This design comes from an exercise in tuning for small area on the open sky130 flow, not from production work.
Where RTL was checked, it was by simulation tests only, not by an equivalence proof against the original.
The RTL of run 2 was laid out without a check of its function.
No activity file was given, so power comes from the tool's default toggle rates.

`flow/run.sh`:
```
#!/bin/bash
# synth_recipe.tcl (not shown) runs the flow's synth.tcl, then flattens the netlist and writes it again
# the make line also repeats each setting of config.mk as NAME=value (left out here)
make -C /OpenROAD-flow-scripts/flow DESIGN_CONFIG=/design/flow/config.mk WORK_HOME=/design/flow/orfs CLKGATE_MAP_FILE= SYNTH_SCRIPT=/design/flow/synth_recipe.tcl finish
```
`flow/config.mk`:
```
export PLATFORM = sky130hd
export DESIGN_NAME = CPU
export DESIGN_NICKNAME = CPU
export VERILOG_FILES = /design/flow/design.v
export SDC_FILE = /design/flow/constraint.sdc
export NUM_CORES = 8
export LEC_CHECK = 0
export CAP_MARGIN = 20
export CORE_MARGIN = 2
export CORE_UTILIZATION = 40
export SLEW_MARGIN = 20
```
`flow/constraint.sdc`:
```
create_clock -name core_clock -period 20.0 [get_ports {clk}]
set_input_delay 4.0000 -clock core_clock [delete_from_list [all_inputs] [get_ports {clk}]]
set_output_delay 4.0000 -clock core_clock [all_outputs]
set_load 0.01 [all_outputs]
```
`flow/design.v`:
```
module decode (input [31:0] instruction, output reg [5:0] op_code, output reg [5:0] func_code, output reg [4:0] rs, output reg [4:0] rt, output reg [4:0] rd, output reg [4:0] shamt, output reg [15:0] address);
    always @ (*) begin
        op_code = instruction [31:26];
        func_code = instruction [5:0];
        shamt = instruction [10:6];
        address = instruction [15:0];
        rs = instruction [25:21];
        rt = instruction [20:16];
        if (op_code == 0) begin  
            rd = instruction [15:11];
        end
        else begin  
            rd = instruction [20:16];
        end
    end
endmodule
module CPU (input clk, input rst, input [31:0] instr, output reg [4:0] pc, output reg [31:0] out);
    reg [31:0] data_memory [31:0];
    wire [5:0] op_code;
    wire [5:0] func_code;
    wire [4:0] rs;
    wire [4:0] rt;
    wire [4:0] rd;
    wire [4:0] shamt;
    wire [15:0] address;
    wire [31:0] op1;
    wire [31:0] op2;
    wire [31:0] cur;
    wire [31:0] maddr;
    wire m_in;
    wire [31:0] mval;
    reg [31:0] ans;
    reg [4:0] next_pc;
    reg jal_we;
    reg sw_we;
    integer i;
    decode d (instr, op_code, func_code, rs, rt, rd, shamt, address);
    assign op1 = data_memory[rs];
    assign op2 = data_memory[rt];
    assign cur = data_memory[rd];
    assign maddr = op1 + address;
    assign m_in = (maddr[31:5] == 27'd0);
    assign mval = m_in ? data_memory[maddr[4:0]] : 32'd0;
    always @ (*) begin
        ans = cur;
        next_pc = pc;
        jal_we = 1'b0;
        sw_we = 1'b0;
        if (op_code == 6'd0) begin  
            case(func_code)
                6'd1: ans = op1 + op2;  
                6'd2: ans = op1 - op2;  
                6'd3: ans = op1 + op2;  
                6'd4: ans = op1 - op2;  
                6'd5: ans = op1 & op2;  
                6'd6: ans = op1 | op2;  
                6'd9: ans = (op1<op2) ? 1 : 0;  
                default: ;
            endcase
            next_pc = pc + 5'b1;
        end
        if (op_code != 6'd0 && op_code != 6'd1) begin
            case(op_code)
                6'd2: begin ans = op1 + address; next_pc = pc + 5'b1; end  
                6'd3: begin ans = op1 + address; next_pc = pc + 5'b1; end  
                6'd4: begin ans = op1 & address; next_pc = pc + 5'b1; end  
                6'd5: begin ans = op1 | address; next_pc = pc + 5'b1; end  
                6'd6: begin ans = op1 << address; next_pc = pc + 5'b1; end  
                6'd7: begin ans = op1 >> address; next_pc = pc + 5'b1; end  
                6'd9: begin ans = mval; next_pc = pc + 5'b1; end  
                6'd8: begin ans = mval; sw_we = m_in; next_pc = pc + 5'b1; end  
                6'd10: next_pc = (op1 < op2) ? address[4:0] : pc + 5'b1;  
                6'd11: next_pc = (op1 != op2) ? address[4:0] : pc + 5'b1;  
                6'd12: next_pc = (op1 == op2) ? address[4:0] : pc + 5'b1;  
                6'd13: next_pc = (op1 > op2) ? address[4:0] : pc + 5'b1;  
                6'd14: next_pc = (op1 >= op2) ? address[4:0] : pc + 5'b1;  
                6'd15: next_pc = (op1 <= op2) ? address[4:0] : pc + 5'b1;  
                6'd16: begin ans = (op1 < address) ? 1 : 0; next_pc = pc + 5'b1; end  
                default: ;
            endcase
        end
        if (op_code == 6'd1) begin
            case(op1)
                32'd1: next_pc = address[4:0];  
                32'd2: begin jal_we = 1'b1; next_pc = address[4:0]; end  
                32'd3: next_pc = data_memory[22][4:0];  
                default: ;
            endcase
        end
    end
    always @ (posedge clk) begin
        if (rst) begin
            pc <= 5'd0;
            out <= 32'd0;
            for (i = 0; i < 32; i = i + 1) data_memory[i] <= 32'd0;
            data_memory[0] <= 32'd78;  
            data_memory[1] <= 32'd456;
            data_memory[2] <= 32'd1;
            data_memory[3] <= 32'd89;
            data_memory[4] <= 32'd13;
            data_memory[5] <= 32'd56;
            data_memory[6] <= 32'd267;
            data_memory[7] <= 32'd102;
            data_memory[8] <= 32'd3;
            data_memory[9] <= 32'd51;  
            data_memory[11] <= 32'd9;  
            data_memory[14] <= 32'd10;  
        end
        else begin
            pc <= next_pc;
            out <= ans;
            if (jal_we) data_memory[21] <= {27'd0, pc} + 32'd1;
            if (sw_we) data_memory[maddr[4:0]] <= cur;
            data_memory[rd] <= ans;
        end
    end
endmodule
```
==> results of run 1 <==
==> state kept, by name, summed over array words and instances (netlist names) <==
| register | count |
|---|---|
| data_memory | 1024 |
| pc | 5 |
| out | 32 |
==> where the power goes <==
part | switching (mW) | internal (mW)
sequential | 0.128 | 2.54
combinational | 2.42 | 0.983
clock | 1.15 | 1.44
total | 3.70 | 4.95
==> tightest hold or removal path, cell delays in order, from the launching register on <==
cell and delay [ns]:
sky130_fd_sc_hd__dfxtp_1 0.42, sky130_fd_sc_hd__a22oi_1 0.11, sky130_fd_sc_hd__o211ai_1 0.10, sky130_fd_sc_hd__o2bb2ai_1 0.12
==> per-layer routing <==
layer,vias to the layer above,GRT usage (%)
met2,11700,73.6
met5,-,3.89
met1,46600,59.3
met3,3669,32.7
li1,32600,-
met4,53,51.0
==> cell families after synthesis <==
kind of cell,count (synthesis),synth area share (%)
xor+xnor,36,0.364
fa+ha+maj,163,2.38
buf+inv,1097,5.27
mux,1319,25.8
flops,1061,36.3
compound gates,2474,19.9
simple gates,1850,9.95
==> layout by cell type, fill, tap and decap left out, types with 37 or more instances in the layout <==
cell type and count:
sky130_fd_sc_hd__edfxtp_1 1024, sky130_fd_sc_hd__o22ai_1 959, sky130_fd_sc_hd__nand2_1 759, sky130_fd_sc_hd__mux4_2 731, sky130_fd_sc_hd__mux2i_1 560, sky130_fd_sc_hd__buf_4 477
sky130_fd_sc_hd__nor2_1 324, sky130_fd_sc_hd__a21oi_1 225, sky130_fd_sc_hd__nand3_1 180, sky130_fd_sc_hd__a32oi_1 164, sky130_fd_sc_hd__a22oi_1 163, sky130_fd_sc_hd__ha_1 159
sky130_fd_sc_hd__o21ai_0 141, sky130_fd_sc_hd__clkbuf_16 139, sky130_fd_sc_hd__inv_1 123, sky130_fd_sc_hd__diode_2 119, sky130_fd_sc_hd__nor3_1 109, sky130_fd_sc_hd__o211ai_1 85
sky130_fd_sc_hd__a211oi_1 74, sky130_fd_sc_hd__nand4_1 73, sky130_fd_sc_hd__o32ai_1 73, sky130_fd_sc_hd__and3_1 72, sky130_fd_sc_hd__o2bb2ai_1 66, sky130_fd_sc_hd__clkdlybuf4s50_1 61
sky130_fd_sc_hd__a221oi_1 42, sky130_fd_sc_hd__a31oi_1 41, sky130_fd_sc_hd__o221ai_1 40, sky130_fd_sc_hd__nor4_1 39, sky130_fd_sc_hd__a2111oi_0 38, sky130_fd_sc_hd__dfxtp_1 37
==> worst paths after layout <==
check	from	end	slack, ns
setup / recovery	instr[22]	data_memory[27][26]	5.42
hold / removal	pc[1]	pc[1]	0.77
setup reg to reg	data_memory[22][0]	data_memory[27][26]	9.40
hold reg to reg	pc[1]	pc[1]	0.77
==> cell type report <==
| class | count | area, um^2 | share of cell area [%] |
|---|---|---|---|
| multi-input combinational | 5842 | 51800 | 53.6 |
| inverter | 132 | 495 | 0.513 |
| antenna | 119 | 298 | 0.308 |
| timing repair buffer | 562 | 4590 | 4.75 |
| clock inverter | 82 | 821 | 0.850 |
| tap | 2838 | 3550 | 3.68 |
| clock buffer | 158 | 3560 | 3.69 |
| sequential | 1061 | 31500 | 32.6 |
==> per-stage QoR <==
step                instances  utilization (%)
floorplan                8000                -
global placement        10400             42.7
global route            10700             44.8
detailed placement      10400             42.7
finish                  10800             44.9
CTS                     10700             44.7
==> results.yml, run 1 <==
run_status:
  run_status: "complete, no violations"
worst_setup_path:
  crit_path_launch_type: "input pin"
  critical_path_buf_inv_count: 7
  worst_r2r_path_cells: 22
  critPathCaptureType: "flop"
  cpMaxStageDelayCell: "sky130_fd_sc_hd__nand3_2"
  critical_path.cell_chain: "buf_8, buf_12, buf_4, mux2i_1, a22oi_1, a21oi_1, nor4_4, buf_4, inv_1, ha_1, o21ai_0, nand2b_1, o211ai_1, a31oi_1, nand4b_1, nor4_2, mux2i_1, o2111ai_2, buf_4, nor4_4, nand3_2, buf_4, o22ai_1"
  worst-endpoint-required_ns: 20.67
  worst_ep_arrival_time_ns: 15.25
  critical_path_cell_count: 23
  cp_common_cell: "sky130_fd_sc_hd__buf_4"
  crit_path_max_incr_delay_ns: 1.19
  critical_path_peak_fanout: 71
  crit_family: "simple AND/OR/NAND/NOR gates"
  timing.setup.critical_path_class: "in -> reg"
floorplan:
  die-area_um2: 221000
  boundaryPins: 71
  fp.dieW_um: 470
  die_boundary_height_um: 470
  floorplan.initialDensity_pct: 40.3
  core_um2: 215000
  floorplan.rows: 170
yosys:
  synth.ff_latch_count: 1061
  yosysWarningCount: 2
  synth_cell_count_leaders: "sky130_fd_sc_hd__edfxtp_1 (1024), sky130_fd_sc_hd__o22ai_1 (960), sky130_fd_sc_hd__nand2_1 (790)"
  synth_edf_count: 1024
  synth_sequential_area_ratio_pct: 36.3
  synth_flop_cell: "sky130_fd_sc_hd__edfxtp_1"
  async_flop_share_pct: 0
  syn_inst: 8000
  synth_nets: 8197
  synth_area_per_cell_um2: 10.8
  synth.area.top_cells: "sky130_fd_sc_hd__edfxtp_1 (35%), sky130_fd_sc_hd__mux4_2 (19%), sky130_fd_sc_hd__o22ai_1 (6.9%)"
  synthMostInstantiatedCell: "sky130_fd_sc_hd__edfxtp_1"
  synth_cell_type_count: 98
  synth_top_area_cell: "sky130_fd_sc_hd__edfxtp_1"
  area_fraction_of_the_dominant_cell_type_after_synthesis_pct: 35.5
  mappedNetlistArea_um2: 86700
drt:
  first_pass_iters: 9
  maxUsedRoutingLayer: "met5"
  wirelength_um: 626000
  route.detailed.wl_per_inst_um: 58.0
  wl_met2_um: 246000
  detailed_route_iter0_violations: 20000
  drcViolationCount: 0
  met3WireLength_um: 112000
  routed_via_density: 8.76
  postRouteAntennaNets: 0
  dr_total_vias: 94600
  wl_met1_um: 193000
min_path:
  worst_hold_path_type: "reg -> reg"
  worst_hold_path.num_cells: 3
cts:
  holdBufCountCts: 0
  cts_setup_buffers: 0
  cts.root.buffer_cell: "sky130_fd_sc_hd__clkbuf_16"
  cts_resized: 0
  cts_max_level: 4
  max-clock-path-buffers: 3
  cts_tree: "done"
  cts.reportedPaths.clkPinSlew_ns: 0.07
  worst_skew_pair.late_latency_ns: 0.88
  cts_inserted_buffers: 132
  cts_num_sinks: 1061
run:
  max_cap_viol_count: 0
pwr:
  vdd.ir_drop.worst_mv: 0.0788
  power.leakage_nw: 33.2
  power_mw: 8.65
  powerDensity_nw_per_um2: 89.6
global_route:
  grt_first_pass_wirelength_um: 814000
  grt_start_max_net_pins: 103
  global_route.overflow_total: 0
  gr-usage-all-layers_pct: 54.9
  antenna_found_initial: 82
  first_global_vias: 86000
sta:
  worst-slew-pin-transition_ns: 1.37
  finalCritPeriodShare_pct: 72.9
  finalWorstSetupSlack_ns: 5.42
  finalHoldViolations: 0
  slew_headroom_pct: 6.32
  min_period_ns: 14.58
  hold_ws_ns: 0.767
  slew_viol_final: 0
  maxClockFrequency_mhz: 68.6
  rsz0062_at_grt: "no"
  setup-violations-final: 0
  skew_ns: 0.0466
  tns_ns: 0
placed_design:
  placed_area_um2: 91800
  half_perimeter_wire_length_after_placement_um: 408000
  port_buffers: 70
  dpl_worst_slack_ns: 5.32
  place_congestion: 1.08
finish:
  finish.net_count: 7928
  final_layout_size_suffix_gt1_share_pct: 21.8
  design_area_um2: 96600
  area_delta_synth_final_pct: 11.4
  nFillCells: 20000
==> inputs of run 2 (changes only) <==
==> flow/design.v (replaced) <==
module decode (input [4:0] a, output [31:0] y);
    assign y = 32'd1 << a;
endmodule
module aoi222 (input a1, a2, b1, b2, c1, c2, output y);
    assign y = ~((a1 & a2) | (b1 & b2) | (c1 & c2));
endmodule
module aoi22 (input a1, a2, b1, b2, output y);
    assign y = ~((a1 & a2) | (b1 & b2));
endmodule
module rbit (input [31:0] s, input [31:0] d, output y);
    wire [10:0] t;
    genvar g;
    generate for (g = 0; g < 10; g = g + 1) begin : a
        aoi222 u (s[3*g], d[3*g], s[3*g+1], d[3*g+1], s[3*g+2], d[3*g+2], t[g]);
    end endgenerate
    aoi22 u10 (s[30], d[30], s[31], d[31], t[10]);
    assign y = ~&t;
endmodule
module stbit (input sa, a, sb, b, h, q, output d);
    assign d = (sa & a) | (sb & b) | (h & q);
endmodule
module fa (input a, b, ci, output s, co);
    assign s = a ^ b ^ ci;
    assign co = (a & b) | (ci & (a ^ b));
endmodule
module ha (input a, b, output s, co);
    assign s = a ^ b;
    assign co = a & b;
endmodule
module incseg #(parameter N = 11) (input [N-1:0] a, input [N-1:0] b, input ci, output [N-1:0] s, output co);
    wire [N:0] h;
    wire [N-1:0] s0;
    wire [N:0] p;
    ha u0 (a[0], b[0], s0[0], h[1]);
    genvar g;
    generate for (g = 1; g < N; g = g + 1) begin : r
        fa u (a[g], b[g], h[g], s0[g], h[g+1]);
    end endgenerate
    assign p[0] = 1'b1;
    generate for (g = 0; g < N; g = g + 1) begin : inc
        assign p[g+1] = p[g] & s0[g];
        assign s[g] = s0[g] ^ (ci & p[g]);
    end endgenerate
    assign co = h[N] | (ci & p[N]);
endmodule
module add32 (input [31:0] a, input [31:0] b, input ci, output [31:0] s, output co);
    wire [11:0] c;
    wire c22;
    assign c[0] = ci;
    genvar g;
    generate for (g = 0; g < 11; g = g + 1) begin : lo
        fa u (a[g], b[g], c[g], s[g], c[g+1]);
    end endgenerate
    incseg #(11) m1 (a[21:11], b[21:11], c[11], s[21:11], c22);
    incseg #(10) m2 (a[31:22], b[31:22], c22, s[31:22], co);
endmodule
module shr32 (input [31:0] a, input [4:0] n, output [31:0] y);
    assign y = a >> n;
endmodule
module CPU (input clk, input rst, input [31:0] instr, output reg [4:0] pc, output reg [31:0] out);
    reg [1023:0] m;
    wire [5:0]  op   = instr[31:26];
    wire [5:0]  func = instr[5:0];
    wire [4:0]  rs   = instr[25:21];
    wire [4:0]  rt   = instr[20:16];
    wire [15:0] imm  = instr[15:0];
    wire        is_r = (op == 6'd0);
    wire [4:0]  rd   = is_r ? instr[15:11] : rt;
    wire r_add = (func == 6'd1) | (func == 6'd3);
    wire r_sub = (func == 6'd2) | (func == 6'd4);
    wire r_and = (func == 6'd5);
    wire r_or  = (func == 6'd6);
    wire r_slt = (func == 6'd9);
    wire r_ok  = r_add | r_sub | r_and | r_or | r_slt;
    wire i_add = (op == 6'd2) | (op == 6'd3);
    wire i_and = (op == 6'd4);
    wire i_or  = (op == 6'd5);
    wire i_sll = (op == 6'd6);
    wire i_srl = (op == 6'd7);
    wire i_sw  = (op == 6'd8);
    wire i_lw  = (op == 6'd9);
    wire i_br  = (op[5:4] == 2'b00) & (op[3:1] == 3'b101 || op[3:2] == 2'b11);  
    wire i_slt = (op == 6'd16);
    wire i_j   = (op == 6'd1);
    wire [4:0] pb = (is_r & ~r_ok) ? instr[15:11] : rt;
    wire [31:0] sel_a, sel_b, sel_rd, sel_c;
    decode da (rs, sel_a);
    decode db (pb, sel_b);
    decode dd (rd, sel_rd);
    wire [31:0] op1, rb, mval;
    genvar b, k, i;
    generate
        for (b = 0; b < 32; b = b + 1) begin : rp
            wire [31:0] d;
            for (k = 0; k < 32; k = k + 1) begin : c
                assign d[k] = m[32*k + b];
            end
            rbit ua (sel_a, d, op1[b]);
            rbit ub (sel_b, d, rb[b]);
            rbit uc (sel_c, d, mval[b]);
        end
    endgenerate
    wire use_imm = i_add | i_and | i_or | i_sw | i_lw | i_slt;
    wire [31:0] x = use_imm ? {16'd0, imm} : rb;
    wire sub = (is_r & (r_sub | r_slt)) | i_slt | i_br;
    wire [31:0] sum;
    wire co;
    add32 ad (op1, x ^ {32{sub}}, sub, sum, co);
    wire lt = ~co;                   
    wire eq = (sum == 32'd0);        
    wire m_in = (sum[31:5] == 27'd0);
    decode dc (sum[4:0], sel_c);
    wire [31:0] op1_r, sh, sh_r;
    generate for (k = 0; k < 32; k = k + 1) begin : rv
        assign op1_r[k] = op1[31-k];
        assign sh_r[k] = sh[31-k];
    end endgenerate
    shr32 sr (i_sll ? op1_r : op1, imm[4:0], sh);
    wire sh_ok = (imm[15:5] == 11'd0);
    wire s_sum = (is_r & (r_add | r_sub)) | i_add;
    wire s_and = (is_r & r_and) | i_and;
    wire s_or  = (is_r & r_or) | i_or;
    wire s_slt = (is_r & r_slt) | i_slt;
    wire s_mem = (i_sw | i_lw) & m_in;
    wire s_cur = ~(s_sum | s_and | s_or | s_slt | i_sw | i_lw | i_sll | i_srl);
    wire [31:0] ans = ({32{s_sum}} & sum)
                    | ({32{s_and}} & (op1 & x))
                    | ({32{s_or}}  & (op1 | x))
                    | ({32{s_cur}} & x)
                    | {31'd0, s_slt & lt}
                    | ({32{i_sll & sh_ok}} & sh_r)
                    | ({32{i_srl & sh_ok}} & sh)
                    | ({32{s_mem}} & mval);
    wire [4:0] pc1 = pc + 5'd1;
    reg take;
    always @(*) begin
        case (op[2:0])
            3'd2: take = lt;           
            3'd3: take = ~eq;          
            3'd4: take = eq;           
            3'd5: take = ~lt & ~eq;    
            3'd6: take = ~lt;          
            default: take = lt | eq;   
        endcase
    end
    wire op1_lo = (op1[31:2] == 30'd0);
    wire j1 = op1_lo & (op1[1:0] == 2'd1);
    wire j2 = op1_lo & (op1[1:0] == 2'd2);
    wire j3 = op1_lo & (op1[1:0] == 2'd3);
    wire stay = (op > 6'd16) | (i_j & ~(j1 | j2 | j3));
    wire to_imm = (i_br & take) | (i_j & (j1 | j2));
    wire [4:0] next_pc = stay ? pc : to_imm ? imm[4:0] : (i_j & j3) ? m[32*22 +: 5] : pc1;
    wire [31:0] s_a = sel_rd | {32{rst}};
    wire [31:0] s_b = sel_c & {32{i_sw & m_in & ~rst}};
    wire s_j = i_j & j2 & ~rst & ~sel_rd[21];
    wire [31:0] a_z = ans & {32{~rst}};
    wire [31:0] a_o = ans | {32{rst}};
    wire [5:0] pcn = {1'b0, pc} + 6'd1;
    function [31:0] init_val(input integer w);
        case (w)
            0: init_val = 32'd78;   1: init_val = 32'd456; 2: init_val = 32'd1;
            3: init_val = 32'd89;   4: init_val = 32'd13;  5: init_val = 32'd56;
            6: init_val = 32'd267;  7: init_val = 32'd102; 8: init_val = 32'd3;
            9: init_val = 32'd51;   11: init_val = 32'd9;  14: init_val = 32'd10;
            default: init_val = 32'd0;
        endcase
    endfunction
    generate
        for (i = 0; i < 32; i = i + 1) begin : w
            wire [31:0] av = (a_z & ~init_val(i)) | (a_o & init_val(i));
            wire hold = ~(s_a[i] | s_b[i] | (i == 21 ? s_j : 1'b0));
            wire [31:0] jv = (i == 21) ? ({32{s_j}} & {26'd0, pcn}) : 32'd0;
            wire [31:0] nx;
            for (k = 0; k < 32; k = k + 1) begin : bt
                stbit u (s_a[i], av[k], s_b[i], rb[k], hold, m[32*i + k], nx[k]);
            end
            always @(posedge clk)
                m[32*i +: 32] <= nx | jv;
        end
    endgenerate
    always @(posedge clk) begin
        pc <= rst ? 5'd0 : next_pc;
        out <= a_z;
    end
endmodule
--- a/flow/config.mk
+++ b/flow/config.mk
@@ -6,6 +6,11 @@
 export NUM_CORES = 8
 export LEC_CHECK = 0
-export CAP_MARGIN = 20
+export CAP_MARGIN = 0
+export CELL_PAD_IN_SITES_DETAIL_PLACEMENT = 1
+export CELL_PAD_IN_SITES_GLOBAL_PLACEMENT = 2
 export CORE_MARGIN = 2
-export CORE_UTILIZATION = 40
-export SLEW_MARGIN = 20
+export CORE_UTILIZATION = 30
+export PLACE_DENSITY = 0.35
+export SLEW_MARGIN = 0
+export SYNTH_HIERARCHICAL = 1
+export SYNTH_MINIMUM_KEEP_SIZE = 0
==> run 2 against run 1 <==
Against the previous run: final cell count decreased by 18%; clock power increased by 4%; sequential cell count unchanged; non-clock buffer count decreased by 159; critical path depth increased by 16; global-route usage decreased by 7.7 points; worst hold slack got worse by 0.23 ns; first-iteration DRC count increased by 5.1%; via count decreased by 24%; die area decreased by 14%; highest routed layer unchanged; setup slack got worse by 4.0 ns; area after synthesis decreased by 35%; largest cell class unchanged.
==> results.yml, run 2 <==
min_path:
  worst_hold_path_type: "reg -> reg"
cts:
  cts_num_sinks: 1061
  cts.root.buffer_cell: "sky130_fd_sc_hd__clkbuf_16"
  worst_skew_pair.late_latency_ns: 0.86
  cts_resized: 0
  cts_setup_buffers: 0
  cts.reportedPaths.clkPinSlew_ns: 0.06
  max-clock-path-buffers: 3
  cts_max_level: 4
  cts_inserted_buffers: 141
  holdBufCountCts: 0
  cts_tree: "done"
finish:
  final-seq-area_um2: 21200
  final_util_pct: 36.9
  final_layout_size_suffix_gt1_share_pct: 16.1
  nFillCells: 20600
  multi_input_area_um2: 32000
  final_cells: 8800
  design_area_um2: 68500
  layout_top_registers: "m (1024), out (32), pc (5)"
  registers.top_by_ff_count: "m"
  largest_register_ff_count: 1024
  finish.net_count: 6191
  mostFrequentLayoutCells: "sky130_fd_sc_hd__a222oi_1 (1991), sky130_fd_sc_hd__dfxtp_1 (1061), sky130_fd_sc_hd__inv_1 (1033)"
  layout.cells.most_common: "sky130_fd_sc_hd__a222oi_1"
  area_delta_synth_final_pct: 21.9
placed_design:
  half_perimeter_wire_length_after_placement_um: 308000
  port_buffers: 70
  dp.cells: 8459
  placed_area_um2: 63500
  place_congestion: 1.01
yosys:
  async_flop_share_pct: 0
  synth_cell_count_leaders: "sky130_fd_sc_hd__a222oi_1 (1991), sky130_fd_sc_hd__dfxtp_1 (1061), sky130_fd_sc_hd__inv_1 (1033)"
  yosysWarningCount: 7
  synth_cell_type_count: 81
  synth.ff_latch_count: 1061
  mappedNetlistArea_um2: 56100
  area_fraction_of_the_dominant_cell_type_after_synthesis_pct: 37.8
  synth_nets: 5733
  synth_area_per_cell_um2: 9.91
  synth_sequential_area_ratio_pct: 37.8
  synth.area.top_cells: "sky130_fd_sc_hd__dfxtp_1 (38%), sky130_fd_sc_hd__a222oi_1 (36%), sky130_fd_sc_hd__inv_1 (6.9%)"
  syn_inst: 5664
  synthMostInstantiatedCell: "sky130_fd_sc_hd__a222oi_1"
  synth_flop_cell: "sky130_fd_sc_hd__dfxtp_1"
  synth_edf_count: 0
  synth_top_area_cell: "sky130_fd_sc_hd__dfxtp_1"
floorplan:
  core_um2: 186000
  fp.dieW_um: 437
  floorplan.initialDensity_pct: 30.2
  floorplan.rows: 158
  boundaryPins: 71
  die-area_um2: 191000
  die_boundary_height_um: 437
pwr:
  power_mw: 6.35
  vdd.ir_drop.worst_mv: 0.0735
  powerDensity_nw_per_um2: 92.8
  power.leakage_nw: 30.3
worst_setup_path:
  crit_path_max_incr_delay_ns: 1.05
  critical_path_peak_fanout: 33
  cp_common_cell: "sky130_fd_sc_hd__fa_1"
  worst_ep_arrival_time_ns: 19.35
  critPathCaptureType: "flop"
  timing.setup.critical_path_class: "in -> reg"
  crit_family: "simple AND/OR/NAND/NOR gates"
  critical_path_buf_inv_count: 6
  cpMaxStageDelayCell: "sky130_fd_sc_hd__a41oi_1"
  worst-endpoint-required_ns: 20.72
  crit_path_launch_type: "input pin"
sta:
  setup-violations-final: 0
  slew_headroom_pct: 4.66
  worst-slew-pin-transition_ns: 1.43
  finalHoldViolations: 0
  min_period_ns: 18.62
  skew_ns: 0.0355
  finalCritPeriodShare_pct: 93.1
  maxClockFrequency_mhz: 53.7
  tns_ns: 0
  rsz0062_at_grt: "no"
  slew_viol_final: 0
run_status:
  run_status: "complete, no violations"
global_route:
  global_route.overflow_total: 0
  grt_start_max_net_pins: 51
  grt_first_pass_wirelength_um: 619000
  antenna_found_initial: 121
  gr-usage-all-layers_pct: 47.2
  first_global_vias: 66100
drt:
  route.detailed.wl_per_inst_um: 53.9
  first_pass_iters: 17
  detailed_route_iter0_violations: 21000
  postRouteAntennaNets: 0
  wirelength_um: 474000
  dr_total_vias: 71500
  routed_via_density: 8.13
  drcViolationCount: 0
run:
  max_cap_viol_count: 0
## run 2: worst paths after layout
kind | end | slack, ns | start | cells after the start
min reg2reg | m[716] | 0.54 | m[716] | 2
min | m[716] | 0.54 | m[716] | 2
max reg2reg | m[328] | 8.35 | m[97] | 31
max | m[328] | 1.38 | instr[27] | 39
## run 2: worst min-delay path, delay by kind of cell (launching register included)
family                 cells  cell delay [ns]
AO/OA/AOI/OAI              1             0.10
buffers and inverters      1             0.06
flip-flops                 1             0.36
## run 2: routing by layer
layer | vias up | share of wire (%) | global-route usage (%)
met5 | - | 0.12 | 1.16
met4 | 82 | 8.8 | 36.9
li1 | 26700 | - | -
met2 | 6550 | 40 | 65.6
met1 | 36600 | 36 | 57.2
met3 | 1607 | 15 | 19.2
## run 2: cell type report
cell class | count | share of cell area (%)
Antenna cell | 94 | 0.344
Clock buffer | 218 | 6.32
Clock inverter | 29 | 0.640
Inverter | 1033 | 5.66
Multi-Input combinational cell | 3482 | 46.8
Sequential cell | 1061 | 31.0
Tap cell | 2480 | 4.53
Timing Repair Buffer | 403 | 4.65
## run 2: metrics by stage
| step | hold slack (ns) | setup slack, ns |
|---|---|---|
| after global placement | 0.508 | 1.41 |
| after CTS | 0.538 | 2.05 |
| after global routing | 0.558 | 1.18 |
| after detailed placement | 0.521 | 1.24 |
| final | 0.540 | 1.38 |
| after floorplan | 0.495 | 2.49 |
## run 2: report_power, final
part	internal (mW)	leakage [nW]	switching [mW]
Combinational	0.267	19.3	1.03
Sequential	2.23	8.60	0.134
Clock	1.58	2.34	1.12
Total	4.07	30.3	2.28
## run 2: kinds of logic (layout without fill, tap and decap cells)
group | after synthesis | count (layout) | share of synthesized area, %
compound gates | 2334 | 2334 | 40.8
xor+xnor | 57 | 57 | 0.889
fa+ha+maj | 35 | 35 | 1.18
buf+inv | 1121 | 1683 | 7.68
flops | 1061 | 1061 | 37.8
mux | 124 | 124 | 2.54
other cells | 0 | 94 | 0
simple gates | 932 | 932 | 9.05
## run 2: modules after synthesis, one instance, submodules excluded, a selection
module,flip-flops and latches,cells inside,area (um^2)
fa,0,1,20.0
rbit,0,4,23.8
ha,0,1,12.5
aoi222,0,1,10.0
stbit,0,2,13.8
shr32,0,264,1840
aoi22,0,1,12.5
CPU,1061,1643,25200
decode,0,47,214
==> inputs of run 3 (changes only) <==
--- a/flow/design.v
+++ b/flow/design.v
@@ -2,18 +2,33 @@
     assign y = 32'd1 << a;
 endmodule
+module aoi22 (input a1, a2, b1, b2, output y);
+    assign y = ~((a1 & a2) | (b1 & b2));
+endmodule
 module aoi222 (input a1, a2, b1, b2, c1, c2, output y);
     assign y = ~((a1 & a2) | (b1 & b2) | (c1 & c2));
 endmodule
-module aoi22 (input a1, a2, b1, b2, output y);
-    assign y = ~((a1 & a2) | (b1 & b2));
+module nand4m (input a, b, c, d, output y);
+    assign y = ~(a & b & c & d);
+endmodule
+module nand3m (input a, b, c, output y);
+    assign y = ~(a & b & c);
+endmodule
+module fin2 (input t8, t9, a1, a2, b1, b2, output y);
+    assign y = ~(t8 & t9) | (a1 & a2) | (b1 & b2);
+endmodule
+module or3m (input a, b, c, output y);
+    assign y = a | b | c;
 endmodule
 module rbit (input [31:0] s, input [31:0] d, output y);
-    wire [10:0] t;
+    wire [9:0] t;
+    wire [2:0] n;
     genvar g;
     generate for (g = 0; g < 10; g = g + 1) begin : a
         aoi222 u (s[3*g], d[3*g], s[3*g+1], d[3*g+1], s[3*g+2], d[3*g+2], t[g]);
     end endgenerate
-    aoi22 u10 (s[30], d[30], s[31], d[31], t[10]);
-    assign y = ~&t;
+    nand4m n0 (t[0], t[1], t[2], t[3], n[0]);
+    nand4m n1 (t[4], t[5], t[6], t[7], n[1]);
+    fin2 n2 (t[8], t[9], s[30], d[30], s[31], d[31], n[2]);
+    or3m o (n[0], n[1], n[2], y);
 endmodule
 module stbit (input sa, a, sb, b, h, q, output d);
==> flow/flow/run.sh (new file) <==
#!/bin/bash
# The standard ORFS layout (standard.sh), with two changes passed to ORFS as variables:
#  - clock tree synthesis without dummy loads, with clkbuf_8 sink buffers and larger clusters
#  - input/output port buffers of type buf_2
# Every tool's output goes to make_finish.log here; ORFS's own per-step logs are under orfs/logs.
set -euo pipefail
export CTS_ARGS="-sink_clustering_enable -repair_clock_nets -dont_use_dummy_load -buf_list sky130_fd_sc_hd__clkbuf_8 -sink_clustering_size 20 -sink_clustering_max_diameter 70"
export BUFFER_PORTS_ARGS="-buffer_cell sky130_fd_sc_hd__buf_2"
bash standard.sh finish > make_finish.log 2>&1
==> flow/standard.sh (new file) <==
#!/bin/bash
# synth_recipe.tcl (not shown) runs the flow's synth.tcl, then flattens the netlist and writes it again
# the make line also repeats each setting of config.mk as NAME=value (left out here)
make -C /OpenROAD-flow-scripts/flow DESIGN_CONFIG=/design/flow/config.mk WORK_HOME=/design/flow/orfs CLKGATE_MAP_FILE= SYNTH_SCRIPT=/design/flow/synth_recipe.tcl "${@:-finish}"
removed: flow/run.sh
==> run 3 against run 2 <==
Against the previous run: the layout now fails its checks (capacitance limit, slew limit); highest routed layer unchanged; sequential share of layout area up 1.9 points; area after synthesis down 0.86%; sequential power about the same; critical path type unchanged; worst hold slack better by 0.0056 ns; sequential cell count unchanged; non-clock buffer count down 2; final cell count down 1.5%; via count down 1.1%; combinational power about the same.
==> results.yml, run 3 <==
worst_setup_path:
  worst-endpoint-required_ns: 20.89
  timing.setup.critical_path_class: "in -> reg"
  timing.reg2reg.setup_slack_ns: 8.18
  critPathCaptureType: "flop"
  crit_path_launch_type: "input pin"
  cpMaxStageDelayCell: "sky130_fd_sc_hd__a31oi_4"
  cp_common_cell: "sky130_fd_sc_hd__fa_1"
  critical_path_peak_fanout: 47
  worst_ep_arrival_time_ns: 18.34
  crit_path_max_incr_delay_ns: 1.15
cts:
  holdBufCountCts: 0
  cts.root.buffer_cell: "sky130_fd_sc_hd__clkbuf_8"
  cts_max_level: 3
  worst_skew_pair.late_latency_ns: 1.01
  cts_inserted_buffers: 116
  max-clock-path-buffers: 3
  cts_resized: 0
  cts_num_sinks: 1061
  cts.reportedPaths.clkPinSlew_ns: 0.08
  cts_tree: "done"
  cts_setup_buffers: 0
run:
  max_cap_viol_count: 1
yosys:
  synth_area_per_cell_um2: 9.83
  synth_edf_count: 0
  synth.ff_latch_count: 1061
  synth.area.top_cells: "sky130_fd_sc_hd__dfxtp_1 (38%), sky130_fd_sc_hd__a222oi_1 (36%), sky130_fd_sc_hd__inv_1 (7.0%)"
  synth_top_area_cell: "sky130_fd_sc_hd__dfxtp_1"
  synth_cell_count_leaders: "sky130_fd_sc_hd__a222oi_1 (1991), sky130_fd_sc_hd__dfxtp_1 (1061), sky130_fd_sc_hd__inv_1 (1033)"
  synth_flop_cell: "sky130_fd_sc_hd__dfxtp_1"
  synthMostInstantiatedCell: "sky130_fd_sc_hd__a222oi_1"
  synth_nets: 5733
  syn_inst: 5664
  area_fraction_of_the_dominant_cell_type_after_synthesis_pct: 38.2
  synth_cell_type_count: 80
  mappedNetlistArea_um2: 55700
  async_flop_share_pct: 0
  yosysWarningCount: 7
  synth_sequential_area_ratio_pct: 38.2
pwr:
  vdd.ir_drop.worst_mv: 0.0588
  power.leakage_nw: 28.8
  netSwitchingPower_mw: 2.03
  cellInternalPower_mw: 2.99
  pwr-share-seq_pct: 46.8
  combPwrFrac_pct: 25.4
  power_mw: 5.02
  power.share.switching_pct: 40.4
  powerDensity_nw_per_um2: 77.8
  clock_power_share_pct: 27.8
floorplan:
  fp.dieW_um: 435
  die_boundary_height_um: 435
  die-area_um2: 189000
  boundaryPins: 71
  core_um2: 185000
  floorplan.rows: 158
  floorplan.initialDensity_pct: 30.1
global_route:
  first_global_vias: 64900
  antenna_found_initial: 106
  global_route.overflow_total: 0
  gr-usage-all-layers_pct: 46.8
  grt_first_pass_wirelength_um: 612000
  grt_start_max_net_pins: 48
finish:
  area_delta_synth_final_pct: 15.8
  final-seq-area_um2: 21200
  design_area_um2: 64500
  registers.top_by_ff_count: "m"
  final_util_pct: 34.9
  layout_top_registers: "m (1024), out (32), pc (5)"
  mostFrequentLayoutCells: "sky130_fd_sc_hd__a222oi_1 (1991), sky130_fd_sc_hd__dfxtp_1 (1061), sky130_fd_sc_hd__inv_1 (1033)"
  finish.net_count: 6164
  largest_register_ff_count: 1024
  multi_input_area_um2: 31600
  final_cells: 8664
  final_layout_size_suffix_gt1_share_pct: 14.4
  nFillCells: 20900
  layout.cells.most_common: "sky130_fd_sc_hd__a222oi_1"
placed_design:
  half_perimeter_wire_length_after_placement_um: 302000
  placed_area_um2: 62600
  dpl_worst_slack_ns: 2.00
  port_buffers: 70
  place_congestion: 0.969
  dp.cells: 8457
sta:
  rsz0062_at_grt: "no"
  finalCritPeriodShare_pct: 87.3
  hold_ws_ns: 0.546
  finalHoldViolations: 0
  setup-violations-final: 0
  finalWorstSetupSlack_ns: 2.55
  worst-slew-pin-transition_ns: 1.52
  maxClockFrequency_mhz: 57.3
  slew_viol_final: 27
  slew_headroom_pct: -1.15
  min_period_ns: 17.45
  skew_ns: 0.149
  tns_ns: 0
drt:
  first_pass_iters: 17
  detailed_route_iter0_violations: 21300
  postRouteAntennaNets: 0
  drcViolationCount: 0
  route.detailed.wl_per_inst_um: 54.1
  dr_total_vias: 70700
  wirelength_um: 468000
  routed_via_density: 8.16
min_path:
  worst_hold_path_type: "reg -> reg"
run_status:
  run_status: "complete, but fails checks"
  causes_of_the_check_failure: "capacitance limit, slew limit"
-- run 3: cell types whose count changed after synthesis --
cell                      change
sky130_fd_sc_hd__a22oi_2     -96
sky130_fd_sc_hd__a22oi_1     +96
-- run 3: worst paths after layout --
| path | start | endpoint | depth (start not counted) |
|---|---|---|---|
| min | m[1016] | m[1016] | 2 |
| min reg2reg | m[1016] | m[1016] | 2 |
| max | instr[0] | m[473] | 39 |
| max reg2reg | m[683] | m[473] | 29 |
-- run 3: worst max-delay path, delay by kind of cell --
family                     cells  cell delay [ns]
xor gates and xnor gates       2             0.29
muxes                          2             1.07
adders and majority gates     11             4.31
buffers and inverters          7             2.14
AOI/OAI and AO/OA              7             2.77
and+or+nand+nor               10             3.57
-- run 3: logic make-up (layout without fill, tap and decap cells) --
kind of cell               Yosys count  count (layout)  share of synthesized area (%)
AOI/OAI and AO/OA                 2334            2334                           40.3
adders and majority gates           35              35                           1.19
DFF                               1061            1061                           38.2
xor gates and xnor gates            57              57                          0.897
buffers and inverters             1121            1550                           7.74
muxes                              124             124                           2.56
other                                0              91                              0
and+or+nand+nor                    932             932                           9.13
-- run 3: modules after synthesis, one instance, submodules excluded, a selection --
module	times used	area [um^2]	cells inside	flops+latches
fa	30	20.0	1	0
nand4m	192	6.26	1	0
ha	2	12.5	1	0
aoi222	960	10.0	1	0
stbit	1024	13.8	2	0
fin2	96	12.5	2	0
shr32	1	1840	264	0
decode	4	214	47	0
or3m	96	6.26	1	0
CPU	1	25200	1643	1061
-- run 3: per-layer routing --
layer	global-route usage [%]	part of all wire, %	vias to the layer above
li1	-	-	26400
met1	58.1	37	36500
met2	65.2	40	6321
met3	17.5	15	1457
met4	35.0	8.4	54
met5	0.0756	0.086	-
-- run 3: power by group through the flow --
stage / combinational [mW] / clock (mW) / sequential (mW)
2_1_floorplan: 0.494 / 0 / 2.35
3_3_place_gp: 1.18 / 0 / 2.38
3_5_place_dp: 1.19 / 0 / 2.39
4_1_cts: 1.19 / 1.40 / 2.34
5_1_grt: 1.24 / 1.47 / 2.36
6_report: 1.28 / 1.39 / 2.35
-- run 3: area by class of cell --
| class | count | share of cell area (%) |
|---|---|---|
| flip-flops and latches | 1061 | 33.0 |
| well taps | 2480 | 4.81 |
| diodes | 91 | 0.353 |
| multi-input cells | 3482 | 49.0 |
| repair buffers | 401 | 4.40 |
| clock buffers | 116 | 2.48 |
| inverters | 1033 | 6.02 |
==> inputs of run 4 (changes only) <==
==> flow/flow/run.sh (replaced) <==
#!/bin/bash
# The standard ORFS layout (standard.sh), with two changes passed to ORFS as variables:
#  - clock tree synthesis without dummy loads, with clkbuf_4 buffers and clusters of at most 8 sinks
#  - input/output port buffers of type buf_2
# Every tool's output goes to make_finish.log here; ORFS's own per-step logs are under orfs/logs.
set -euo pipefail
export CTS_ARGS="-sink_clustering_enable -repair_clock_nets -dont_use_dummy_load -buf_list sky130_fd_sc_hd__clkbuf_4 -sink_clustering_size 8 -sink_clustering_max_diameter 50"
export BUFFER_PORTS_ARGS="-buffer_cell sky130_fd_sc_hd__buf_2"
bash standard.sh finish > make_finish.log 2>&1
--- a/flow/config.mk
+++ b/flow/config.mk
@@ -6,11 +6,10 @@
 export NUM_CORES = 8
 export LEC_CHECK = 0
-export CAP_MARGIN = 0
+export CAP_MARGIN = 10
 export CELL_PAD_IN_SITES_DETAIL_PLACEMENT = 1
 export CELL_PAD_IN_SITES_GLOBAL_PLACEMENT = 2
 export CORE_MARGIN = 2
 export CORE_UTILIZATION = 30
-export PLACE_DENSITY = 0.35
-export SLEW_MARGIN = 0
+export SLEW_MARGIN = 10
 export SYNTH_HIERARCHICAL = 1
 export SYNTH_MINIMUM_KEEP_SIZE = 0
==> run 4 against run 3 <==
Against the previous run: still fails the layout checks on capacitance limit, slew limit; sequential cell count did not move; clock power is 9% lower; sequential power about the same; critical path type unchanged.
==> results.yml, run 4 <==
drt:
  wirelength_um: 418000
  drcViolationCount: 0
  detailed_route_iter0_violations: 21300
  route.detailed.wl_per_inst_um: 48.4
  postRouteAntennaNets: 0
  routed_via_density: 8.03
  dr_total_vias: 69500
  first_pass_iters: 15
sta:
  finalHoldViolations: 0
  finalCritPeriodShare_pct: 83.1
  rsz0062_at_grt: "no"
  slew_headroom_pct: -0.374
  slew_viol_final: 1
  maxClockFrequency_mhz: 60.2
  skew_ns: 0.177
  worst-slew-pin-transition_ns: 1.50
  min_period_ns: 16.62
  setup-violations-final: 0
  finalWorstSetupSlack_ns: 3.38
  tns_ns: 0
finish:
  registers.top_by_ff_count: "m"
  nFillCells: 20900
  layout.cells.most_common: "sky130_fd_sc_hd__a222oi_1"
  final_layout_size_suffix_gt1_share_pct: 14.6
  largest_register_ff_count: 1024
  layout_top_registers: "m (1024), out (32), pc (5)"
  area_delta_synth_final_pct: 14.8
  finish.net_count: 6210
  mostFrequentLayoutCells: "sky130_fd_sc_hd__a222oi_1 (1991), sky130_fd_sc_hd__dfxtp_1 (1061), sky130_fd_sc_hd__inv_1 (1033)"
run:
  max_cap_viol_count: 1
global_route:
  global_route.overflow_total: 0
  gr-usage-all-layers_pct: 41.7
  first_global_vias: 64500
  antenna_found_initial: 37
  grt_start_max_net_pins: 48
  grt_first_pass_wirelength_um: 557000
cts:
  cts_num_sinks: 1061
  cts_inserted_buffers: 171
  cts_tree: "done"
  cts.root.buffer_cell: "sky130_fd_sc_hd__clkbuf_4"
  cts_max_level: 4
  cts_resized: 0
  holdBufCountCts: 0
  cts.reportedPaths.clkPinSlew_ns: 0.09
  worst_skew_pair.late_latency_ns: 1.38
  max-clock-path-buffers: 3
  cts_setup_buffers: 0
worst_setup_path:
  crit_path_launch_type: "input pin"
  reg2reg_from: "m[192]"
  cpMaxStageDelayCell: "sky130_fd_sc_hd__nand2b_1"
  cp_common_cell: "sky130_fd_sc_hd__fa_1"
  worst_ep_arrival_time_ns: 17.77
  critPathCaptureType: "flop"
  launching_instance_or_port_of_the_critical_path: "instr[1]"
  worst-endpoint-required_ns: 21.14
  critical_path_peak_fanout: 42
  timing.setup.critical_path_class: "in -> reg"
  crit_path_max_incr_delay_ns: 0.77
yosys:
  async_flop_share_pct: 0
  synth_simple_gate_area_share_pct: 9.13
  synth_flop_cell: "sky130_fd_sc_hd__dfxtp_1"
  synth_top_area_cell: "sky130_fd_sc_hd__dfxtp_1"
  synth_sequential_area_ratio_pct: 38.2
  syn_inst: 5664
  synth_nets: 5733
  yosysWarningCount: 7
  area_fraction_of_the_dominant_cell_type_after_synthesis_pct: 38.2
  yosys.area_share.xor_xnor_pct: 0.897
  synth.ff_latch_count: 1061
  synth.area.top_cells: "sky130_fd_sc_hd__dfxtp_1 (38%), sky130_fd_sc_hd__a222oi_1 (36%), sky130_fd_sc_hd__inv_1 (7.0%)"
  synth_area_per_cell_um2: 9.83
  synth_compound_gate_area_share_pct: 40.3
  synthMostInstantiatedCell: "sky130_fd_sc_hd__a222oi_1"
  share_of_synthesized_cell_area_in_full_adder_half_adder_and_majority_cells_pct: 1.19
  synth_cell_type_count: 80
  share_of_cell_area_taken_by_muxes_after_synthesis_pct: 2.56
  dominant_combinational_cell_family_by_area_after_synthesis: "compound AO/OA/AOI/OAI gates"
  synth_cell_count_leaders: "sky130_fd_sc_hd__a222oi_1 (1991), sky130_fd_sc_hd__dfxtp_1 (1061), sky130_fd_sc_hd__inv_1 (1033)"
  mappedNetlistArea_um2: 55700
  synth_edf_count: 0
floorplan:
  die_boundary_height_um: 435
  floorplan.rows: 158
  die-area_um2: 189000
  boundaryPins: 71
  floorplan.initialDensity_pct: 30.1
  core_um2: 185000
  fp.dieW_um: 435
placed_design:
  dpl_worst_slack_ns: 2.45
  place_congestion: 1.06
  half_perimeter_wire_length_after_placement_um: 269000
  port_buffers: 70
run_status:
  causes_of_the_check_failure: "capacitance limit, slew limit"
  run_status: "complete, but fails checks"
pwr:
  power.leakage_nw: 28.7
  vdd.ir_drop.worst_mv: 0.0455
  powerDensity_nw_per_um2: 75.2
min_path:
  worst_hold_startpoint: "pc[0]"
  worst_hold_path_type: "reg -> reg"
-- run 4: cell counts after synthesis --
Identical to the previous run, type by type.
-- run 4: final cells by class --
cell class | instances | area, um^2 | share of cell area [%]
multi-input cells | 3482 | 31500 | 49.3
flip-flops and latches | 1061 | 21200 | 33.2
inverters | 1033 | 3880 | 6.07
well taps | 2480 | 3100 | 4.86
repair buffers | 392 | 2810 | 4.39
clock buffers | 171 | 1280 | 2.01
diodes | 27 | 67.6 | 0.106
-- run 4: modules after synthesis, one instance, submodules excluded, a selection --
| module | flops+latches | times used | cells inside | area, um^2 |
|---|---|---|---|---|
| CPU | 1061 | 1 | 1643 | 25200 |
| fin2 | 0 | 96 | 2 | 12.5 |
| fa | 0 | 30 | 1 | 20.0 |
| or3m | 0 | 96 | 1 | 6.26 |
| decode | 0 | 4 | 47 | 214 |
| ha | 0 | 2 | 1 | 12.5 |
| stbit | 0 | 1024 | 2 | 13.8 |
| shr32 | 0 | 1 | 264 | 1840 |
| nand4m | 0 | 192 | 1 | 6.26 |
| aoi222 | 0 | 960 | 1 | 10.0 |
-- run 4: through the flow --
step | power [mW] | hold WS [ns] | area, um^2 | instances | util (%)
after floorplan | 2.84 | 0.495 | 55700 | 5664 | -
after global placement | 3.49 | 0.504 | 62600 | 8448 | 33.8
after detailed placement | 3.51 | 0.521 | 62600 | 8448 | 33.8
after CTS | 4.73 | 0.498 | 63800 | 8619 | 34.5
after global routing | 4.90 | 0.533 | 63900 | 8627 | 34.5
final | 4.80 | 0.473 | 63900 | 8646 | 34.6
-- run 4: cell families after synthesis --
group | after synthesis
DFF | 1061
xor gates and xnor gates | 57
adders and majority gates | 35
and+or+nand+nor | 932
AOI/OAI and AO/OA | 2334
muxes | 124
buffers and inverters | 1121
-- run 4: path summary, 6_finish.rpt --
path | to | slack [ns] | cells past startpoint
max | m[32] | 3.38 | 39
min | m[672] | 0.47 | 2
min reg2reg | m[672] | 0.47 | 2
max reg2reg | m[32] | 8.63 | 32
-- run 4: layer usage --
metal | vias to the layer above | wire, um | share of wire, % | global-route usage (%)
met5 | - | 90 | 0.022 | 0
met4 | 12 | 29800 | 7.1 | 25.8
met3 | 1088 | 59000 | 14 | 11.8
met2 | 6239 | 168000 | 40 | 58.5
met1 | 35600 | 162000 | 39 | 56.0
li1 | 26500 | - | - | -
-- run 4: worst max-delay path, delay by kind of cell --
| family | cells | cell delay (ns) |
|---|---|---|
| mux | 2 | 0.69 |
| buf+inv | 5 | 1.42 |
| simple gates | 15 | 4.94 |
| compound gates | 4 | 1.64 |
| fa+ha+maj | 11 | 4.64 |
| xor+xnor | 2 | 0.24 |
-- run 4: where the power goes --
part	leakage [nW]	switching, mW	internal [mW]	total, mW
Sequential	8.60	0.129	2.22	2.35
Combinational	19.4	0.942	0.254	1.20
Clock	0.787	0.867	0.389	1.26
==> inputs of run 5 (changes only) <==
--- a/flow/design.v
+++ b/flow/design.v
@@ -33,5 +33,5 @@
 endmodule
 module stbit (input sa, a, sb, b, h, q, output d);
-    assign d = (sa & a) | (sb & b) | (h & q);
+    assign d = ~((sa & a) | (sb & b) | (h & q));
 endmodule
 module fa (input a, b, ci, output s, co);
@@ -75,4 +75,6 @@
 module CPU (input clk, input rst, input [31:0] instr, output reg [4:0] pc, output reg [31:0] out);
     reg [1023:0] m;
+    reg ph;
+    wire nph = ~ph & ~rst;   
     wire [5:0]  op   = instr[31:26];
     wire [5:0]  func = instr[5:0];
@@ -103,5 +105,8 @@
     decode db (pb, sel_b);
     decode dd (rd, sel_rd);
-    wire [31:0] op1, rb, mval;
+    wire [31:0] op1_s, rb_s, mval_s;   
+    wire [31:0] op1 = op1_s ^ {32{ph}};
+    wire [31:0] rb = rb_s ^ {32{ph}};
+    wire [31:0] mval = mval_s ^ {32{ph}};
     genvar b, k, i;
     generate
@@ -111,7 +116,7 @@
                 assign d[k] = m[32*k + b];
             end
-            rbit ua (sel_a, d, op1[b]);
-            rbit ub (sel_b, d, rb[b]);
-            rbit uc (sel_c, d, mval[b]);
+            rbit ua (sel_a, d, op1_s[b]);
+            rbit ub (sel_b, d, rb_s[b]);
+            rbit uc (sel_c, d, mval_s[b]);
         end
     endgenerate
@@ -165,5 +170,5 @@
     wire stay = (op > 6'd16) | (i_j & ~(j1 | j2 | j3));
     wire to_imm = (i_br & take) | (i_j & (j1 | j2));
-    wire [4:0] next_pc = stay ? pc : to_imm ? imm[4:0] : (i_j & j3) ? m[32*22 +: 5] : pc1;
+    wire [4:0] next_pc = stay ? pc : to_imm ? imm[4:0] : (i_j & j3) ? (m[32*22 +: 5] ^ {5{ph}}) : pc1;
     wire [31:0] s_a = sel_rd | {32{rst}};
     wire [31:0] s_b = sel_c & {32{i_sw & m_in & ~rst}};
@@ -171,4 +176,6 @@
     wire [31:0] a_z = ans & {32{~rst}};
     wire [31:0] a_o = ans | {32{rst}};
+    wire [31:0] bz = ~(a_z ^ {32{nph}});
+    wire [31:0] bo = ~(a_o ^ {32{nph}});
     wire [5:0] pcn = {1'b0, pc} + 6'd1;
     function [31:0] init_val(input integer w);
@@ -183,13 +190,13 @@
     generate
         for (i = 0; i < 32; i = i + 1) begin : w
-            wire [31:0] av = (a_z & ~init_val(i)) | (a_o & init_val(i));
+            wire [31:0] av = (bz & ~init_val(i)) | (bo & init_val(i));
             wire hold = ~(s_a[i] | s_b[i] | (i == 21 ? s_j : 1'b0));
-            wire [31:0] jv = (i == 21) ? ({32{s_j}} & {26'd0, pcn}) : 32'd0;
+            wire [31:0] jv = {26'd0, pcn} ^ {32{nph}};
             wire [31:0] nx;
             for (k = 0; k < 32; k = k + 1) begin : bt
-                stbit u (s_a[i], av[k], s_b[i], rb[k], hold, m[32*i + k], nx[k]);
+                stbit u (s_a[i], av[k], s_b[i], rb_s[k], hold, m[32*i + k], nx[k]);
             end
             always @(posedge clk)
-                m[32*i +: 32] <= nx | jv;
+                m[32*i +: 32] <= (i == 21 && s_j) ? jv : nx;
         end
     endgenerate
@@ -197,4 +204,5 @@
         pc <= rst ? 5'd0 : next_pc;
         out <= a_z;
+        ph <= nph;
     end
 endmodule
--- a/flow/config.mk
+++ b/flow/config.mk
@@ -6,10 +6,10 @@
 export NUM_CORES = 8
 export LEC_CHECK = 0
-export CAP_MARGIN = 10
+export CAP_MARGIN = 20
 export CELL_PAD_IN_SITES_DETAIL_PLACEMENT = 1
 export CELL_PAD_IN_SITES_GLOBAL_PLACEMENT = 2
 export CORE_MARGIN = 2
 export CORE_UTILIZATION = 30
-export SLEW_MARGIN = 10
+export SLEW_MARGIN = 15
 export SYNTH_HIERARCHICAL = 1
 export SYNTH_MINIMUM_KEEP_SIZE = 0
==> run 5 against run 4 <==
Against the previous run: now clean on timing, DRC and antenna; final cell count down 10%; power up 99%; final area down 2.6%; die area down 3.4%; via count down 1.1%; critical path depth down 1; sequential power up 28%; clock skew down 0.034 ns; sequential share of layout area up 0.93 points; first-iteration DRC count up 4.9%; highest routed layer unchanged.
==> results.yml, run 5 <==
drt:
  dr_total_vias: 68700
  drcViolationCount: 0
  detailed_route_iter0_violations: 22400
  wirelength_um: 421000
  routed_via_density: 8.85
  route.detailed.wl_per_inst_um: 54.2
  first_pass_iters: 19
  postRouteAntennaNets: 0
finish:
  layout.cells.most_common: "sky130_fd_sc_hd__a222oi_1"
  layout_top_registers: "m (1024), out (32), pc (5)"
  nFillCells: 19600
  area_delta_synth_final_pct: 15.8
  largest_register_ff_count: 1024
  final_layout_size_suffix_gt1_share_pct: 17.9
  finish.net_count: 5461
  mostFrequentLayoutCells: "sky130_fd_sc_hd__a222oi_1 (2010), sky130_fd_sc_hd__dfxtp_1 (1061), sky130_fd_sc_hd__buf_4 (379)"
  registers.top_by_ff_count: "m"
floorplan:
  die-area_um2: 183000
  die_boundary_height_um: 427
  fp.dieW_um: 427
  floorplan.initialDensity_pct: 30.2
  boundaryPins: 71
  floorplan.rows: 155
  core_um2: 178000
cts:
  cts_setup_buffers: 0
  holdBufCountCts: 0
  cts.root.buffer_cell: "sky130_fd_sc_hd__clkbuf_4"
  cts_num_sinks: 1062
  cts_inserted_buffers: 172
  max-clock-path-buffers: 3
  cts.reportedPaths.clkPinSlew_ns: 0.09
  cts_resized: 0
  cts_max_level: 4
  cts_tree: "done"
  worst_skew_pair.late_latency_ns: 1.38
global_route:
  grt_first_pass_wirelength_um: 558000
  use_met1_pct: 53.8
  gr-usage-all-layers_pct: 43.7
  globalRouteMet3Util_pct: 16.5
  grtUsageMet2_pct: 60.9
  antenna_found_initial: 25
  first_global_vias: 62700
  global_route.overflow_total: 0
  grt_start_max_net_pins: 53
  top_usage_layer: "met2"
yosys:
  async_flop_share_pct: 0
  synth_edf_count: 0
  synth_nets: 4948
  dominant_combinational_cell_family_by_area_after_synthesis: "compound AO/OA/AOI/OAI gates"
  yosysWarningCount: 7
  synth_cell_type_count: 86
  synth_area_per_cell_um2: 11.0
  synth_sequential_area_ratio_pct: 39.6
  yosys.area_share.xor_xnor_pct: 2.77
  mappedNetlistArea_um2: 53700
  synth_compound_gate_area_share_pct: 41.7
  synth_flop_cell: "sky130_fd_sc_hd__dfxtp_1"
  syn_inst: 4879
  area_fraction_of_the_dominant_cell_type_after_synthesis_pct: 39.6
  synth_simple_gate_area_share_pct: 10.1
  share_of_synthesized_cell_area_in_full_adder_half_adder_and_majority_cells_pct: 1.23
  synthMostInstantiatedCell: "sky130_fd_sc_hd__a222oi_1"
  synth.area.top_cells: "sky130_fd_sc_hd__dfxtp_1 (40%), sky130_fd_sc_hd__a222oi_1 (37%), sky130_fd_sc_hd__nand4_1 (2.4%)"
  synth_cell_count_leaders: "sky130_fd_sc_hd__a222oi_1 (2010), sky130_fd_sc_hd__dfxtp_1 (1062), sky130_fd_sc_hd__nor2_1 (279)"
  synth_top_area_cell: "sky130_fd_sc_hd__dfxtp_1"
  share_of_cell_area_taken_by_muxes_after_synthesis_pct: 3.49
  synth.ff_latch_count: 1062
worst_setup_path:
  critPathCaptureType: "flop"
  worst-endpoint-required_ns: 21.13
  critical_path_peak_fanout: 33
  crit_path_max_incr_delay_ns: 0.92
  cpMaxStageDelayCell: "sky130_fd_sc_hd__mux2i_4"
  timing.rr.end: "m[335]"
  reg2reg_from: "m[673]"
  launching_instance_or_port_of_the_critical_path: "instr[27]"
  worst_ep_arrival_time_ns: 19.23
  timing.setup.critical_path_class: "in -> reg"
  worst_r2r_path_cells: 33
  crit_path_launch_type: "input pin"
  cp_common_cell: "sky130_fd_sc_hd__fa_1"
  timing.reg2reg.setup_slack_ns: 7.84
sta:
  maxClockFrequency_mhz: 55.3
  slew_headroom_pct: 8.63
  tns_ns: 0
  hold_ws_ns: 0.519
  rsz0062_at_grt: "no"
  min_period_ns: 18.09
  finalCritPeriodShare_pct: 90.5
  slew_viol_final: 0
  worst-slew-pin-transition_ns: 1.37
  skew_ns: 0.143
  finalHoldViolations: 0
  setup-violations-final: 0
placed_design:
  half_perimeter_wire_length_after_placement_um: 263000
  port_buffers: 70
  place_congestion: 1.07
pwr:
  power.leakage_nw: 20.5
  combPwrFrac_pct: 55.5
  power.share.switching_pct: 53.4
  clock_power_share_pct: 13.1
  vdd.ir_drop.worst_mv: 0.0802
  cellInternalPower_mw: 4.46
  pwr-share-seq_pct: 31.4
  netSwitchingPower_mw: 5.11
  powerDensity_nw_per_um2: 154
min_path:
  hold_end: "m[68]"
  worst_hold_path.num_cells: 1
  worst_hold_startpoint: "m[68]"
  worst_hold_path_type: "reg -> reg"
run:
  max_cap_viol_count: 0
run_status:
  run_status: "complete, no violations"
==> run 5: how the worst max path moves through the flow <==
stage / cells past startpoint / to / slack [ns]
CTS: 38 / m[15] / 2.61
detailed placement: 38 / m[303] / 1.27
global route: 38 / m[15] / 1.86
global placement: 38 / m[239] / 1.29
finish: 38 / m[335] / 1.91
floorplan: 41 / m[672] / 2.36
==> run 5: power by group through the flow <==
stage	combinational (mW)	clock, mW	sequential, mW
3_3_place_gp	4.91	0	3.00
4_1_cts	4.92	1.24	2.97
2_1_floorplan	2.38	0	2.90
3_5_place_dp	4.92	0	3.02
6_report	5.31	1.25	3.00
5_1_grt	5.19	1.32	3.05
==> run 5: per-layer routing <==
metal,wire length [um],up-vias
met5,77,-
met4,40500,12
met3,66900,1668
met2,166000,7129
met1,148000,34500
li1,-,25400
==> run 5: worst max-delay path: cells and delay by family <==
| family | cells | cell delay, ns |
|---|---|---|
| multiplexers | 3 | 1.66 |
| AO/OA/AOI/OAI | 5 | 1.99 |
| AND/OR/NAND/NOR | 12 | 5.17 |
| adder cells (fa/ha/maj) | 10 | 4.18 |
| buffers and inverters | 5 | 1.56 |
| XOR/XNOR | 3 | 0.59 |
==> run 5: through the flow <==
| step | cell area, um^2 | cells | setup slack [ns] | utilization (%) | power [mW] |
|---|---|---|---|---|---|
| floorplan | 53700 | 4879 | 2.36 | - | 5.28 |
| global placement | 60800 | 7568 | 1.29 | 34.1 | 7.91 |
| detailed placement | 60800 | 7570 | 1.27 | 34.1 | 7.93 |
| CTS | 62100 | 7742 | 2.61 | 34.9 | 9.14 |
| global route | 62200 | 7749 | 1.86 | 34.9 | 9.56 |
| finish | 62200 | 7763 | 1.91 | 34.9 | 9.56 |
==> run 5: cells by family (layout without fill, tap and decap cells) <==
group	after synthesis	in the layout
compound gates	2324	2324
flops	1062	1062
simple gates	985	985
xor+xnor	170	170
mux	168	168
buf+inv	135	646
fa+ha+maj	35	35
other cells	0	18
==> run 5: area by class of cell <==
class | instances | area [um^2] | area share (%)
inverter | 17 | 63.8 | 0.103
antenna | 18 | 45.0 | 0.0724
tap | 2355 | 2950 | 4.74
multi-input combinational | 3682 | 33300 | 53.5
timing repair buffer | 457 | 3350 | 5.38
sequential | 1062 | 21300 | 34.2
clock buffer | 172 | 1290 | 2.07
==> run 5: Yosys stat by module, one instance, submodules excluded, a selection <==
module | cells inside | times used
aoi222 | 1 | 960
decode | 47 | 4
fa | 1 | 30
fin2 | 2 | 96
ha | 1 | 2
nand4m | 1 | 192
stbit | 1 | 1024
==> inputs of run 6 (changes only) <==
--- a/flow/config.mk
+++ b/flow/config.mk
@@ -7,8 +7,9 @@
 export LEC_CHECK = 0
 export CAP_MARGIN = 20
-export CELL_PAD_IN_SITES_DETAIL_PLACEMENT = 1
-export CELL_PAD_IN_SITES_GLOBAL_PLACEMENT = 2
+export CELL_PAD_IN_SITES_DETAIL_PLACEMENT = 3
+export CELL_PAD_IN_SITES_GLOBAL_PLACEMENT = 0
 export CORE_MARGIN = 2
 export CORE_UTILIZATION = 30
+export PLACE_DENSITY = 0.75
 export SLEW_MARGIN = 15
 export SYNTH_HIERARCHICAL = 1
==> run 6 against run 5 <==
Against the previous run: the flow now stops in global routing (5_1_grt); area after synthesis did not move; synthesized cell count did not move.
==> results.yml, run 6 <==
yosys:
  synth_sequential_area_ratio_pct: 39.6
  synth_nets: 4948
  synth_flop_cell: "sky130_fd_sc_hd__dfxtp_1"
  share_of_synthesized_cell_area_in_full_adder_half_adder_and_majority_cells_pct: 1.23
  share_of_cell_area_taken_by_muxes_after_synthesis_pct: 3.49
  yosysWarningCount: 7
  async_flop_share_pct: 0
  yosys.area_share.xor_xnor_pct: 2.77
  dominant_combinational_cell_family_by_area_after_synthesis: "compound AO/OA/AOI/OAI gates"
  synth_area_per_cell_um2: 11.0
  synth_top_area_cell: "sky130_fd_sc_hd__dfxtp_1"
  synthMostInstantiatedCell: "sky130_fd_sc_hd__a222oi_1"
  synth_edf_count: 0
  area_fraction_of_the_dominant_cell_type_after_synthesis_pct: 39.6
  synth_compound_gate_area_share_pct: 41.7
  synth_simple_gate_area_share_pct: 10.1
  synth_cell_count_leaders: "sky130_fd_sc_hd__a222oi_1 (2010), sky130_fd_sc_hd__dfxtp_1 (1062), sky130_fd_sc_hd__nor2_1 (279)"
  synth.area.top_cells: "sky130_fd_sc_hd__dfxtp_1 (40%), sky130_fd_sc_hd__a222oi_1 (37%), sky130_fd_sc_hd__nand4_1 (2.4%)"
  syn_inst: 4879
  synth_cell_type_count: 86
  synth.ff_latch_count: 1062
  mappedNetlistArea_um2: 53700
cts:
  cts_inserted_buffers: 166
  cts_num_sinks: 1062
  cts_setup_buffers: 0
  cts_resized: 0
  max-clock-path-buffers: 3
  cts.root.buffer_cell: "sky130_fd_sc_hd__clkbuf_4"
  holdBufCountCts: 0
  cts_max_level: 4
global_route:
  grt_first_pass_wirelength_um: 910000
  gr-usage-all-layers_pct: 72.1
  global_route.overflow_total: 19
  grt_start_max_net_pins: 56
  first_global_vias: 93600
floorplan:
  boundaryPins: 71
  die_boundary_height_um: 427
  floorplan.rows: 155
  fp.dieW_um: 427
  floorplan.initialDensity_pct: 30.2
run_status:
  last_stage_reached: "global routing (5_1_grt)"
  run_status: "aborted with a tool error"
  flow.first_error: "[ERROR GRT-0116] Global routing finished with congestion. Check the congestion regions in the DRC Viewer."
placed_design:
  placed_area_um2: 60200
  port_buffers: 70
  half_perimeter_wire_length_after_placement_um: 337000
  place_congestion: 1.15
## run 6: cell counts after synthesis
No cell type changed its count.
## run 6: worst min-delay path by stage
stage / from / cells past startpoint / slack (ns) / to
CTS: m[79] / 1 / 0.53 / m[79]
floorplan: m[0] / 1 / 0.48 / m[0]
global placement: m[586] / 1 / 0.49 / m[586]
detailed placement: m[205] / 1 / 0.51 / m[205]
## run 6: kinds of logic after synthesis
group	Yosys count
buffers and inverters	135
AO/OA/AOI/OAI	2324
adder cells (fa/ha/maj)	35
flip-flops	1062
multiplexers	168
AND/OR/NAND/NOR	985
XOR/XNOR	170
## run 6: stage by stage
step	setup WS [ns]	std cells	hold slack, ns	util, %
2_1_floorplan	2.36	4879	0.479	-
3_3_place_gp	1.79	7501	0.486	33.7
4_1_cts	0.916	7672	0.530	34.5
3_5_place_dp	0.257	7506	0.513	33.8
## run 6: modules after synthesis, one instance, submodules excluded, a selection
module / cell area [um^2] / flip-flops and latches
CPU: 27100 / 1062
aoi222: 10.0 / 0
decode: 214 / 0
fa: 20.0 / 0
fin2: 12.5 / 0
ha: 12.5 / 0
or3m: 6.26 / 0
shr32: 1840 / 0
stbit: 10.0 / 0
## run 6: power groups by stage
stage	registers (mW)	logic, mW	clock network, mW
floorplan	2.90	2.38	0
global placement	2.97	4.44	0
detailed placement	3.19	5.14	0
CTS	3.19	5.34	1.27
## run 6: layer usage
layer / track usage, % / GRT overflow
met3: 66.9 / 1
met5: 56.3 / 0
met4: 64.6 / 12
met1: 70.7 / 0
met2: 82.7 / 6

## re-timing with driven ports
No port has a modelled driver above. Below, the same layouts with a new extraction and two added sets of constraints. Step 1, drivers: a clkbuf_16 drives clk and a buf_2 each remaining input, both assumed. Step 2, shift: input delay + t, output delay - t, t = (earliest + latest rising clock arrival at the registers) / 2. This alone moves slack from input paths to output paths. Three values: ideal ports, drivers, drivers and shift; two values: the first two.
run | shift t [ns] | setup slack, ns | worst setup path at the end | latest minus earliest clock arrival (ns) | worst register clock-pin slew, ns
run 1 | 0.958 | 5.422 / 5.477 / 4.519 | input to register | 0.047 / 0.047 | 0.09 / 0.09
run 2 | 0.935 | 1.376 / 1.442 / 0.506 | input to register | 0.035 / 0.035 | 0.06 / 0.06
run 3 | 1.038 | 2.549 / 2.598 / 1.559 | input to register | 0.149 / 0.149 | 0.12 / 0.12
run 4 | 1.373 | 3.378 / 3.435 / 2.061 | input to register | 0.177 / 0.177 | 0.11 / 0.11
run 5 | 1.381 | 1.908 / 1.964 / 0.583 | input to register | 0.143 / 0.143 | 0.11 / 0.11
For run 5, which loses most, drivers alone change the setup slack by +0.056 ns; drivers and shift together by -1.325 ns.
